Context: an optimization exercise on an open-source flow, tuned for small area, a short achievable clock period and few clock cycles. The choices shown serve that exercise and are no tape-out recipe.
At most, simulation tests tie the RTL to the original design; equivalence was not proved.
No activity file was given, so power comes from the tool's default toggle rates.

==> build 3: inputs <==
==> flow/design.v <==
`timescale 1ns/10ps
module LBP ( clk, reset, gray_addr, gray_req, gray_ready, gray_data, lbp_addr, lbp_valid, lbp_data, finish);
input   	clk;
input   	reset;
output  [13:0] 	gray_addr;
output         	gray_req;
input   	gray_ready;
input   [7:0] 	gray_data;
output  [13:0] 	lbp_addr;
output  	lbp_valid;
output  [7:0] 	lbp_data;
output  	finish;
reg [13:0] gray_addr;
reg gray_req;
reg [13:0] lbp_addr;
reg lbp_valid;
reg [7:0] lbp_data;
reg finish;
reg [2:0] current_state,next_state; 
reg [6:0] x,y;
wire [6:0] x_b,x_f,y_b,y_f;
reg [3:0] counter_G;
assign x_b = x - 7'd1;
assign x_f = x + 7'd1;
assign y_b = y - 7'd1;
assign y_f = y + 7'd1;
wire [13:0] g0_addr,g1_addr,g2_addr,g3_addr,g4_addr,g5_addr,g6_addr,g7_addr;
reg [13:0] gc_addr;
assign g0_addr = {y_b,x_b};
assign g1_addr = {y_b,x};
assign g2_addr = {y_b,x_f};
assign g3_addr = {y,x_b};
assign g4_addr = {y,x_f};
assign g5_addr = {y_f,x_b};
assign g6_addr = {y_f,x};
assign g7_addr = {y_f,x_f};
reg [7:0] gc_data;
wire [3:0] counter_G_cutOne;
assign counter_G_cutOne = counter_G - 4'd1;
parameter IDLE = 3'd0;
parameter READ_gc = 3'd1;
parameter READ_gp = 3'd2;
parameter RESULT = 3'd3;
parameter FINISH = 3'd4;
always@(posedge clk or posedge reset)
begin
    if(reset) current_state <= IDLE;
    else current_state <= next_state;
end
always@(*)
begin
    case(current_state)
    IDLE: 
    begin
        if(gray_ready == 1'd1) next_state = READ_gc;
        else next_state = IDLE;
    end
    READ_gc: next_state = READ_gp;
    READ_gp:
    begin
        if(counter_G == 4'd8) next_state = RESULT;
        else next_state = READ_gp;
    end
    RESULT: 
    begin
        if(gc_addr == 14'd16254) next_state = FINISH;  
        else next_state = READ_gc;
    end
    FINISH: next_state = FINISH;
    default: next_state = IDLE;
    endcase
end
always@(posedge clk or posedge reset)
begin
    if(reset) x <= 7'd1;
    else if(next_state == RESULT && x == 7'd126) x <= 7'd1;
    else if(next_state == RESULT) x <= x + 7'd1;
end
always@(posedge clk or posedge reset)
begin
    if(reset) y <= 7'd1;
    else if(next_state == RESULT && x == 7'd126) y <= y + 7'd1;
end
always@(posedge clk or posedge reset)
begin
    if(reset) counter_G <= 4'd0;
    else if(next_state == READ_gp) counter_G <= counter_G + 4'd1;
    else if(current_state == RESULT) counter_G <= 4'd0;
end
always@(posedge clk or posedge reset)
begin
    if(reset) gc_addr <= 14'd129;
    else if(next_state == READ_gc) gc_addr <= {y,x};
end
always@(posedge clk or posedge reset)
begin
    if(reset) gray_req <= 1'd0;
    else if(next_state == READ_gc || next_state == READ_gp) gray_req <= 1'd1;
    else gray_req <= 1'd0;
end
always@(posedge clk or posedge reset)
begin
    if(reset) lbp_valid <= 1'd0;
    else if(next_state == RESULT) lbp_valid <= 1'd1;
    else lbp_valid <= 1'd0;
end
always@(posedge clk or posedge reset)
begin
    if(reset) finish <= 1'd0;
    else if(current_state == FINISH) finish <= 1'd1;
end
always@(posedge clk or posedge reset)
begin
    if(reset) gray_addr <= 14'd0;
    else if(next_state == READ_gc) gray_addr <= {y,x};
    else if(next_state == READ_gp)
    begin
        case(counter_G)
        4'd0: gray_addr <= g0_addr;
        4'd1: gray_addr <= g1_addr;
        4'd2: gray_addr <= g2_addr;
        4'd3: gray_addr <= g3_addr;
        4'd4: gray_addr <= g4_addr;
        4'd5: gray_addr <= g5_addr;
        4'd6: gray_addr <= g6_addr;
        4'd7: gray_addr <= g7_addr;
        endcase
    end
end
always@(posedge clk or posedge reset)
begin
    if(reset) lbp_addr <= 14'd0;
    else if(next_state == RESULT) lbp_addr <= gc_addr;
end
always@(posedge clk or posedge reset)
begin
    if(reset) 
    begin
        lbp_data <= 8'd0;
        gc_data <= 8'd0;
    end
    else if(current_state == READ_gc) gc_data <= gray_data;
    else if(current_state == READ_gp)
    begin
        if(gray_data>=gc_data) lbp_data <= lbp_data + (8'd1 << counter_G_cutOne);
    end
    else if(current_state == RESULT) lbp_data <= 8'd0;
end
endmodule
==> flow/run.sh <==
#!/bin/bash
# synth_recipe.tcl (not shown) runs the flow's synth.tcl, then flattens the netlist and writes it again
# the make line also repeats each setting of config.mk as NAME=value (left out here)
make -C /OpenROAD-flow-scripts/flow DESIGN_CONFIG=/design/flow/config.mk WORK_HOME=/design/flow/orfs CLKGATE_MAP_FILE= SYNTH_SCRIPT=/design/flow/synth_recipe.tcl finish
==> flow/config.mk <==
export PLATFORM = sky130hd
export DESIGN_NAME = LBP
export DESIGN_NICKNAME = LBP
export VERILOG_FILES = /design/flow/design.v
export SDC_FILE = /design/flow/constraint.sdc
export NUM_CORES = 4
export LEC_CHECK = 0
export CAP_MARGIN = 20
export CORE_MARGIN = 2
export CORE_UTILIZATION = 40
export SLEW_MARGIN = 20
==> flow/constraint.sdc <==
create_clock -name core_clock -period 5.0 [get_ports {clk}]
set_input_delay 1.0000 -clock core_clock [delete_from_list [all_inputs] [get_ports {clk}]]
set_output_delay 1.0000 -clock core_clock [all_outputs]
set_load 0.01 [all_outputs]
==> build 10: changes against build 3 <==
==> flow/design.v (replaced) <==
`timescale 1ns/10ps
module LBP ( clk, reset, gray_addr, gray_req, gray_ready, gray_data, lbp_addr, lbp_valid, lbp_data, finish);
input   	clk;
input   	reset;
output  [13:0] 	gray_addr;
output         	gray_req;
input   	gray_ready;
input   [7:0] 	gray_data;
output  [13:0] 	lbp_addr;
output  	lbp_valid;
output  [7:0] 	lbp_data;
output  	finish;
localparam L = 8;               
localparam IW = 3;              
reg [IW-1:0] i;                 
reg [6:0] y, x;                 
reg run;                        
reg fin1;                       
reg finish;
reg lbp_valid;
reg [13:0] lbp_addr;
reg [7:0] lbp_data;
assign gray_addr = {y, x};
assign gray_req  = run;
wire col_end = (i == L-1);
wire last    = (y == 7'd127) && (x == 7'd127);
wire [6:0] y_dec = y - 7'd1;
always @(posedge clk or posedge reset) begin
    if (reset) begin
        i <= 0; y <= 7'd0; x <= 7'd0;
        run <= 1'b0; fin1 <= 1'b0; finish <= 1'b0; lbp_valid <= 1'b0;
    end else begin
        if (run) begin
            if (col_end) begin
                i <= 0;
                x <= x + 7'd1;
                y <= (x == 7'd127) ? y_dec : y - (L-1);
            end else begin
                i <= i + 1'b1;
                y <= y + 7'd1;
            end
        end
        run <= run ? ~last : (gray_ready & ~fin1);
        fin1 <= fin1 | (run & last);
        finish <= fin1;
        lbp_valid <= run & (i >= 2) & (x >= 7'd2);
    end
end
function ge8(input [7:0] a, input [7:0] b);
    integer k; reg g;
    begin
        g = 1'b1;
        for (k = 0; k < 8; k = k + 1) g = (a[k] & ~b[k]) | ((a[k] | ~b[k]) & g);
        ge8 = g;
    end
endfunction
reg [7:0] p [1:L+1];
wire [7:0] c = gray_data;
integer j;
always @(posedge clk) begin
    p[1] <= c;
    for (j = 2; j <= L+1; j = j + 1) p[j] <= p[j-1];
end
wire [7:0] q = p[L+1];          
reg w1;
reg [1:0] w2;
reg [2:0] w [3:L];
reg [3:0] wl;
always @(posedge clk) begin
    w1 <= ge8(q, c);
    w2 <= {ge8(q, p[1]), w1};
    w[3] <= {ge8(q, p[2]), w2};
    for (j = 4; j <= L; j = j + 1) w[j] <= w[j-1];
    wl <= {ge8(q, p[L]), w[L]};
    lbp_data <= {ge8(c, q), ge8(p[L], q), wl[2], ge8(p[1], q), wl[1], ge8(p[2], q), wl[3], wl[0]};
    lbp_addr <= {y_dec, x - 7'd1};
end
endmodule
--- a/flow/config.mk
+++ b/flow/config.mk
@@ -8,4 +8,5 @@
 export CAP_MARGIN = 20
 export CORE_MARGIN = 2
 export CORE_UTILIZATION = 40
+export SETUP_SLACK_MARGIN = 3.2
 export SLEW_MARGIN = 20
==> comparison <==
- Of build 3 and build 10, build 10 has the higher register-to-register slack (gap 1.6 ns).
- Of build 3 and build 10, build 3 has the higher cell count (gap 19%, measured against build 10).
- In build 10 the worst hold slack is worse than in build 3, by 0.15 ns.
- Of build 3 and build 10, build 10 has the higher core utilization (gap 6.8 points).
- Of build 10 and build 3, build 10 has the higher maximum frequency (gap 60%, measured against build 3).
- Against build 3, the wire length of build 10 is smaller by 33%.
Testbench counts of build 3, summed over its fixed seeds: cycles 1,905,156.
Only the layout flow was run in build 10; the RTL was not checked for function there.

---

==> inputs of run A <==
Another version of the RTL of LBP (not shown whole).
==> module LBP, before the edit <==
module LBP ( clk, reset, gray_addr, gray_req, gray_ready, gray_data, lbp_addr, lbp_valid, lbp_data, finish);
input   	clk;
input   	reset;
output  [13:0] 	gray_addr;
output         	gray_req;
input   	gray_ready;
input   [7:0] 	gray_data;
output  [13:0] 	lbp_addr;
output  	lbp_valid;
output  [7:0] 	lbp_data;
output  	finish;
localparam L = 8;               
localparam K = L - 2;           
localparam IW = 3;              
reg [IW-1:0] i;                 
reg [6:0] y, x;                 
reg run;                        
reg fin1;                       
reg finish;
reg lbp_valid;
reg [13:0] lbp_addr;
reg [7:0] lbp_data;
assign gray_addr = {y, x};
assign gray_req  = run;
wire col_end = (i == L-1);
wire last    = (y == 7'd127) && (x == 7'd127);
always @(posedge clk or posedge reset) begin
    if (reset) begin
        i <= 0; y <= 7'd0; x <= 7'd0;
        run <= 1'b0; fin1 <= 1'b0; finish <= 1'b0; lbp_valid <= 1'b0;
    end else begin
        if (run) begin
            if (col_end) begin
                i <= 0;
                x <= x + 7'd1;
                y <= (x == 7'd127) ? y - 7'd1 : y - (L-1);
            end else begin
                i <= i + 1'b1;
                y <= y + 7'd1;
            end
        end
        run <= run ? ~last : (gray_ready & ~fin1);
        fin1 <= fin1 | (run & last);
        finish <= fin1;
        lbp_valid <= run & (i >= 2) & (x >= 7'd2);
    end
end
reg [7:0] p [1:L+1];
wire [7:0] c = gray_data;
integer j;
always @(posedge clk) begin
    p[1] <= c;
    for (j = 2; j <= L+1; j = j + 1) p[j] <= p[j-1];
end
wire [7:0] up = p[1];
wire [7:0] dl = p[L-1];
wire [7:0] lf = p[L];
wire [7:0] ul = p[L+1];
reg [7:0] w [1:L+1];
always @(posedge clk) begin
    w[1] <= {2'b00, (dl >= c), 1'b0, (lf >= c), 1'b0, (up >= c), (ul >= c)};
    w[2] <= w[1] | {1'b0, (c >= up), 6'b0};
    for (j = 3; j <= L-1; j = j + 1) w[j] <= w[j-1];
    w[L]   <= w[L-1] | {5'b0, (c >= dl), 2'b0};
    w[L+1] <= w[L]   | {3'b0, (c >= lf), 4'b0};
    lbp_data <= w[L+1] | {(c >= ul), 7'b0};
    lbp_addr <= {y - 7'd1, x - 7'd1};
end
endmodule
Settings: LEC_CHECK=0, CAP_MARGIN=20, CORE_MARGIN=2, CORE_UTILIZATION=40, SLEW_MARGIN=20; clock period 5.0 ns.
run.sh (not shown) runs the stock make flow with config.mk's settings and CLKGATE_MAP_FILE= SYNTH_SCRIPT=/design/flow/synth_recipe.tcl, a recipe that flattens the netlist after the stock synthesis.
==> inputs of run K, as changes to run A <==
--- a/flow/design.v
+++ b/flow/design.v
@@ -12,5 +12,4 @@
 output  	finish;
 localparam L = 8;               
-localparam K = L - 2;           
 localparam IW = 3;              
 reg [IW-1:0] i;                 
@@ -26,4 +25,5 @@
 wire col_end = (i == L-1);
 wire last    = (y == 7'd127) && (x == 7'd127);
+wire [6:0] y_dec = y - 7'd1;
 always @(posedge clk or posedge reset) begin
     if (reset) begin
@@ -35,5 +35,5 @@
                 i <= 0;
                 x <= x + 7'd1;
-                y <= (x == 7'd127) ? y - 7'd1 : y - (L-1);
+                y <= (x == 7'd127) ? y_dec : y - (L-1);
             end else begin
                 i <= i + 1'b1;
@@ -47,4 +47,12 @@
     end
 end
+function ge8(input [7:0] a, input [7:0] b);
+    integer k; reg g;
+    begin
+        g = 1'b1;
+        for (k = 0; k < 8; k = k + 1) g = (a[k] & ~b[k]) | ((a[k] | ~b[k]) & g);
+        ge8 = g;
+    end
+endfunction
 reg [7:0] p [1:L+1];
 wire [7:0] c = gray_data;
@@ -54,17 +62,17 @@
     for (j = 2; j <= L+1; j = j + 1) p[j] <= p[j-1];
 end
-wire [7:0] up = p[1];
-wire [7:0] dl = p[L-1];
-wire [7:0] lf = p[L];
-wire [7:0] ul = p[L+1];
-reg [7:0] w [1:L+1];
+wire [7:0] q = p[L+1];          
+reg w1;
+reg [1:0] w2;
+reg [2:0] w [3:L];
+reg [3:0] wl;
 always @(posedge clk) begin
-    w[1] <= {2'b00, (dl >= c), 1'b0, (lf >= c), 1'b0, (up >= c), (ul >= c)};
-    w[2] <= w[1] | {1'b0, (c >= up), 6'b0};
-    for (j = 3; j <= L-1; j = j + 1) w[j] <= w[j-1];
-    w[L]   <= w[L-1] | {5'b0, (c >= dl), 2'b0};
-    w[L+1] <= w[L]   | {3'b0, (c >= lf), 4'b0};
-    lbp_data <= w[L+1] | {(c >= ul), 7'b0};
-    lbp_addr <= {y - 7'd1, x - 7'd1};
+    w1 <= ge8(q, c);
+    w2 <= {ge8(q, p[1]), w1};
+    w[3] <= {ge8(q, p[2]), w2};
+    for (j = 4; j <= L; j = j + 1) w[j] <= w[j-1];
+    wl <= {ge8(q, p[L]), w[L]};
+    lbp_data <= {ge8(c, q), ge8(p[L], q), wl[2], ge8(p[1], q), wl[1], ge8(p[2], q), wl[3], wl[0]};
+    lbp_addr <= {y_dec, x - 7'd1};
 end
 endmodule
==> results.txt <==
Number of well taps: run K 136; run A 168
Power per standard cell area: run K 596 nW/µm²; run A 561 nW/µm²
Later-pin clock latency in the skew report: run K 510 ps; run A 410 ps
Clock distribution power: run K 1.21 mW; run A 1.19 mW
Worst slack at placement: run K 2590 ps; run A 2100 ps
Comb. pwr: run K 0.600 mW; run A 0.657 mW
Total global routing track utilization: run K 12.7%; run A 12.3%
Final period utilization: run K 57.2%; run A 54.8%
Share of total power in sequential cells: run K 44.4%; run A 47.2%
Largest incremental delay on the critical path: run K 710 ps; run A 680 ps
Outcome: run K no timing/DRC/antenna violations; run A no timing/DRC/antenna violations
Number of storage elements in the synthesis netlist: run K 140; run A 162
Count of flip-flops and latches: run K 140; run A 162
Adder-cell area share of the yosys netlist: run K 6.82%; run A 10.0%
Number of design-rule violations left by the first detailed-router iteration: run K 64; run A 143
Cell Int Power: run K 2.33 mW; run A 2.56 mW
Average instance area after synthesis: run K 12.2 µm²; run A 12.6 µm²
Sequential cell area in the final layout: run K 2910 µm²; run A 3350 µm²
Die H: run K 107 µm; run A 116 µm
Crit-path max FO: run K 19; run A 17
Seq. pwr: run K 1.45 mW; run A 1.65 mW
Area growth, synth to finish: run K 28.8%; run A 24.8%
Met2 GRT Util: run K 18.9%; run A 19.7%
Total nets after synthesis: run K 366; run A 448
Met3 Routed Length: run K 262 µm; run A 295 µm
Fraction of the core area covered by cells at the end of the flow: run K 52.9%; run A 51.5%
Multi-input combinational cell area: run K 1210 µm²; run A 1460 µm²
Testbench counts of run A, summed over its fixed seeds: cycles 258,084.
No functional check of the RTL was part of run K.

afterwards: timing with drivers on the ports:
How much do the figures lean on ideal ports? The routed layouts below were timed once more, with nothing changed but the port constraints. Step 1 sets driving cells, clkbuf_16 on the clock port and buf_2 on the other inputs (assumed; they add their load-dependent delay and slew). Step 2 also shifts input and output timing later by t, the mid clock arrival at the registers, as if the neighbouring blocks saw the same clock. a / b / c = ideal / step 1 / step 2; a / b = the first two.
| run | t, ns | slack for setup (ns) | hold slack, ns | latest minus earliest clock arrival (ns) | pins driven straight from the clock port |
|---|---|---|---|---|---|
| build 3 | 0.370 | 1.702 / 1.702 / 1.702 | 0.468 / 0.468 / 0.468 | 0.011 / 0.011 | 1 |
| build 10 | 0.546 | 2.938 / 2.905 / 2.762 | 0.319 / 0.319 / 0.319 | 0.010 / 0.010 | 1 |
| run A | 0.444 | 2.262 / 2.225 / 2.076 | 0.320 / 0.320 / 0.320 | 0.007 / 0.007 | 1 |
| run K | 0.537 | 2.141 / 2.110 / 2.591 | 0.323 / 0.323 / 0.323 | 0.011 / 0.012 | 1 |
After both steps every run listed still meets setup and hold. For run A, which loses most, drivers alone change the setup slack by -0.037 ns; drivers and shift together by -0.186 ns.
